Background: an optimization exercise with open tools, aiming at small area. Do not read the settings as production practice.
Where RTL was checked, it was by simulation tests only, not by an equivalence proof against the original.
Power is estimated from default activity; no workload was simulated.

Setup of maple:
==> flow/design.v <==
module LDST_SEQUENCER (
    input           clock,
    input           clock_enable,
    input           reset,
    output  [15:0]  instruction_bus_address,
    input   [12:0]  instruction_bus_data,
    output  [7:0]   io_bus_address,
    output  [7:0]   io_bus_data_out,
    input   [7:0]   io_bus_data_in,
    output          io_bus_out,
    output          io_bus_in
);
    wire    [11:0]  ins = instruction_bus_data[11:0];
    wire    [7:0]   d   = ins[7:0];
    wire    transfer    = ~ins[11] & ~ins[10];
    wire    load        = transfer & ~ins[8];
    wire    store       = transfer &  ins[8];
    wire    ld_bus      = load & ~ins[9];
    wire    subroutine  = ~ins[11] & ins[10];
    wire    call        = subroutine & ~ins[8];
    wire    ret         = subroutine &  ins[8];
    wire    internal    = ~|d[7:2];
    wire    sel_a       = internal & (d[1:0] == 2'd0);
    wire    sel_b       = internal & (d[1:0] == 2'd1);
    wire    sel_f       = internal & (d[1:0] == 2'd2);
    wire    sel_alu     = internal & (d[1:0] == 2'd3);
    wire    ex_store    = clock_enable & store;
    wire    ex_load     = clock_enable & load;
    reg     [7:0]   work;
    reg     [7:0]   reg_a;
    reg     [7:0]   reg_b;
    reg     [7:0]   alu_op;
    reg             flag_o, flag_c, flag_z;
    reg     [15:0]  pc;
    wire    [7:0]   op2     = alu_op[3] ? {8{alu_op[1]}} : (reg_b ^ {8{alu_op[1]}});
    wire            cin     = alu_op[1] ? ~(alu_op[0] & ~flag_c) : (alu_op[0] & flag_c);
    wire    [7:0]   g       = reg_a & op2;
    wire    [7:0]   p       = reg_a ^ op2;
    wire    [8:0]   c;
    assign  c[0] = cin;
    genvar  i;
    generate
        for (i = 0; i < 8; i = i + 2) begin : carry_chain
            wire    gg = g[i+1] | (p[i+1] & g[i]);
            wire    pp = p[i+1] & p[i];
            assign  c[i+1] = g[i] | (p[i] & c[i]);
            assign  c[i+2] = gg | (pp & c[i]);
        end
    endgenerate
    wire    [2:0]   fn      = alu_op[7:5];
    wire            sel_p   = (fn == 3'b001) | (fn == 3'b010) | (fn == 3'b100);
    wire            sel_g   = (fn == 3'b000) | (fn == 3'b001);
    wire            is_add  = (fn == 3'b100);
    wire            is_shl  = (fn == 3'b101);
    wire            is_shr  = fn[2] & fn[1];
    wire    [7:0]   logic_res = ({8{sel_p}} & p) ^ (({8{sel_g}} & g) | ({8{is_add}} & c[7:0]));
    wire    [7:0]   shl_res   = {reg_a[6:0], cin};
    wire    [7:0]   shr_res   = {cin | (alu_op[5] & reg_a[7]), reg_a[7:1]};
    wire    [7:0]   res_mux   = ({8{is_shl}} & shl_res)
                              | ({8{is_shr}} & shr_res)
                              | ({8{~(is_shl | is_shr)}} & logic_res);
    wire    [7:0]   alu_res   = res_mux ^ {8{alu_op[2]}};
    wire            c_out   = (is_add & c[8]) | (is_shl & reg_a[7]) | (is_shr & reg_a[0]) | (~alu_op[7] & flag_c);
    wire            o_out   = is_add ? (~(reg_a[7] ^ op2[7]) & (reg_a[7] ^ logic_res[7])) : flag_o;
    wire            z_out   = alu_op[2] ? &res_mux : ~|res_mux;
    wire            ld_reg  = ex_load & ~ins[9];
    wire            w_imm   = ex_load & ins[9];
    wire            w_io    = ld_reg & ~internal;
    wire            w_a     = ld_reg & sel_a;
    wire            w_b     = ld_reg & sel_b;
    wire            w_f     = ld_reg & sel_f;
    wire            w_alu   = ld_reg & sel_alu;
    wire    [7:0]   work_next = ({8{w_imm}} & d)
                              | ({8{w_io}}  & io_bus_data_in)
                              | ({8{w_a}}   & reg_a)
                              | ({8{w_b}}   & reg_b)
                              | ({8{w_f}}   & {5'd0, flag_o, flag_c, flag_z})
                              | ({8{w_alu}} & alu_res)
                              | ({8{~ex_load}} & work);
    always @(posedge clock, posedge reset) begin
        if (reset)
            work <= 8'h00;
        else
            work <= work_next;
    end
    always @(posedge clock, posedge reset) begin
        if (reset) begin
            reg_a  <= 8'h00;
            reg_b  <= 8'h00;
            alu_op <= 8'h00;
        end else begin
            if (ex_store & sel_a)   reg_a  <= work;
            if (ex_store & sel_b)   reg_b  <= work;
            if (ex_store & sel_alu) alu_op <= work;
        end
    end
    always @(posedge clock, posedge reset) begin
        if (reset)
            {flag_o, flag_c, flag_z} <= 3'b000;
        else if (ex_store & sel_f)
            {flag_o, flag_c, flag_z} <= work[2:0];
        else if (w_alu)
            {flag_o, flag_c, flag_z} <= {o_out, c_out, z_out};
    end
    reg     [15:0]  st0, st1, st2, st3;
    wire    [3:0]   valid;
    wire            push    = clock_enable & call;
    wire            pop     = clock_enable & ret;
    wire    [15:0]  pc_inc  = pc + {15'd0, clock_enable};
    wire            hold    = ~push & ~pop;
    always @(posedge clock) begin
        st0 <= ({16{push}} & pc_inc) | ({16{pop}} & st1) | ({16{hold}} & st0);
        st1 <= ({16{push}} & st0)    | ({16{pop}} & st2) | ({16{hold}} & st1);
        st2 <= ({16{push}} & st1)    | ({16{pop}} & st3) | ({16{hold}} & st2);
        if (push)
            st3 <= st2;
    end
    reg     [2:0]   depth;
    always @(posedge clock, posedge reset) begin
        if (reset)
            depth <= 3'd0;
        else if (push & ~depth[2])
            depth <= depth + 3'd1;
        else if (pop & (depth != 3'd0))
            depth <= depth - 3'd1;
    end
    assign  valid = {depth[2], depth[2] | (depth[1] & depth[0]), depth[2] | depth[1], depth != 3'd0};
    wire    taken   = ins[11] & (~|ins[10:8] | |(ins[10:8] & {flag_o, flag_c, flag_z}));
    wire            sel_ret = clock_enable & ret & valid[0];
    wire            sel_jmp = clock_enable & (call | taken);
    wire            sel_inc = ~(clock_enable & (ret | call | taken));
    wire    [15:0]  pc_next = ({16{sel_ret}} & st0)
                            | ({16{sel_jmp}} & {work, d})
                            | ({16{sel_inc}} & pc_inc);
    always @(posedge clock, posedge reset) begin
        if (reset)
            pc <= 16'h0000;
        else
            pc <= pc_next;
    end
    assign  instruction_bus_address = pc;
    assign  io_bus_address          = d;
    assign  io_bus_data_out         = work;
    assign  io_bus_out              = store;
    assign  io_bus_in               = ld_bus;
endmodule
export LEC_CHECK = 0
export CAP_MARGIN = 10
export CORE_MARGIN = 2
export CORE_UTILIZATION = 55
export GPL_TIMING_DRIVEN = 0
export SETUP_SLACK_MARGIN = 0.05
export SLEW_MARGIN = 10
create_clock -name core_clock -period 3.5 [get_ports {clock}]
standard.sh (not shown) runs the stock make flow with config.mk's settings and CLKGATE_MAP_FILE= SYNTH_SCRIPT=/design/flow/synth_recipe.tcl, a recipe that flattens the netlist after the stock synthesis.
==> flow/flow/run.sh <==
#!/bin/bash
# Own layout flow: the standard ORFS flow, with an area-oriented synthesis
# (no full/half-adder extraction, an area-mapping ABC script), synthesis's
# pass-through buffers removed before port buffering, small port buffers and
# a clock tree without dummy loads. Each tool's output goes to a
# log of its own in this folder.
set -euo pipefail
W=$(pwd)
F=$W/flow

# Synthesis script: ORFS's synth.tcl with the ABC script swapped for ours.
sed -e "s|log_cmd abc {\*}\$abc_args|log_cmd abc -script $F/area.abc {*}[lrange \$abc_args 2 end]|" \
    "$FLOW_HOME/scripts/synth.tcl" > "$W/own_synth_body.tcl"
grep -q "area.abc" "$W/own_synth_body.tcl"
sed -e "s|\$::env(SCRIPTS_DIR)/synth.tcl|$W/own_synth_body.tcl|" synth_recipe.tcl > "$W/own_synth.tcl"
grep -q own_synth_body "$W/own_synth.tcl"

# standard.sh with our synthesis script and extra knobs.
# flow/knobs.txt: one extra make variable assignment per line.
EXTRA="ADDER_MAP_FILE= PRE_GLOBAL_PLACE_TCL=$F/pre_gpl.tcl"
while IFS= read -r line; do
  [[ -z "$line" || "$line" == \#* ]] && continue
  EXTRA="$EXTRA '$line'"
done < "$F/knobs.txt"
sed -e "s|SYNTH_SCRIPT=[^ ]*|SYNTH_SCRIPT=$W/own_synth.tcl $EXTRA|" standard.sh > "$W/own_standard.sh"
grep -q own_synth "$W/own_standard.sh"

bash "$W/own_standard.sh" finish > "$W/flow_make.log" 2>&1
==> flow/flow/area.abc <==
strash
&get -n
&dc2
&dch -f
&nf -R 1000
&put
topo
==> flow/flow/knobs.txt <==
BUFFER_PORTS_ARGS=-buffer_cell sky130_fd_sc_hd__buf_1
CTS_ARGS=-sink_clustering_enable -repair_clock_nets -dont_use_dummy_load -buf_list sky130_fd_sc_hd__clkbuf_4
==> flow/flow/pre_gpl.tcl <==
# Before port buffering and global placement: remove the buffers synthesis
# put on pass-through wires (instruction_bus_data[7:0] to io_bus_address),
# as the standard flow's timing-driven placement does; buffer_ports then
# gives every port its own buffer.
remove_buffers
maple has completed all stages; timing, DRC and antenna checks passed.
Relative to maple, the following input files were edited for delta:
--- a/flow/design.v
+++ b/flow/design.v
@@ -63,5 +63,5 @@
     wire            c_out   = (is_add & c[8]) | (is_shl & reg_a[7]) | (is_shr & reg_a[0]) | (~alu_op[7] & flag_c);
     wire            o_out   = is_add ? (~(reg_a[7] ^ op2[7]) & (reg_a[7] ^ logic_res[7])) : flag_o;
-    wire            z_out   = alu_op[2] ? &res_mux : ~|res_mux;
+    wire            z_out   = ~|alu_res;
     wire            ld_reg  = ex_load & ~ins[9];
     wire            w_imm   = ex_load & ins[9];
[summary]
Diff delta..maple | power density relative to cell area | negligible. Going from maple to delta, data arrival at the endpoint of the critical path now sits higher, count of cells resized by post-cts repair now sits lower, final area now sits lower. On power spent charging and discharging nets, delta does better than maple. Summary: leakage power total, delta worse than maple. Looking only at global-route met2 utilization, and setting everything else aside, the higher value of maple and delta goes to maple. Diff maple -> delta | number of instances in the synthesized netlist | decrease of 17. Relative to maple, the sum of internal, switching and leakage power measured on delta has decreased slightly. Distinct cell type count of the synthesized netlist went up by a little under 10% going from maple to delta. Wire: delta routes less than maple. Fmax, maple and delta: smaller value in delta. Number of buffers other than clock buffers in the final layout (delta over maple): decrease, 1.
No functional check of the RTL was part of maple.

## re-timing with driven ports
No port has a modelled driver above. Below, the same layouts with a new extraction and two added sets of constraints. Step 1 assumes that a clkbuf_16 drives the clock port and a buf_2 every other input. Step 2 also shifts input and output timing later by t, the mid clock arrival at the registers, as if the neighbouring blocks saw the same clock. a / b / c = ideal / step 1 / step 2; a / b = the first two.
run	t, ns	slack for setup (ns)	worst setup path at the end	worst slew at a driven data input, ns
maple	0.534	0.257 / 0.257 / -0.245	input to register	0.03
delta	0.510	0.066 / 0.066 / -0.342	input to register	0.05
With both steps, setup timing fails in maple and delta, where it was met with ideal ports. The setup slack of maple, which loses most, moves by 0.000 ns with the drivers and by -0.502 ns with both steps.
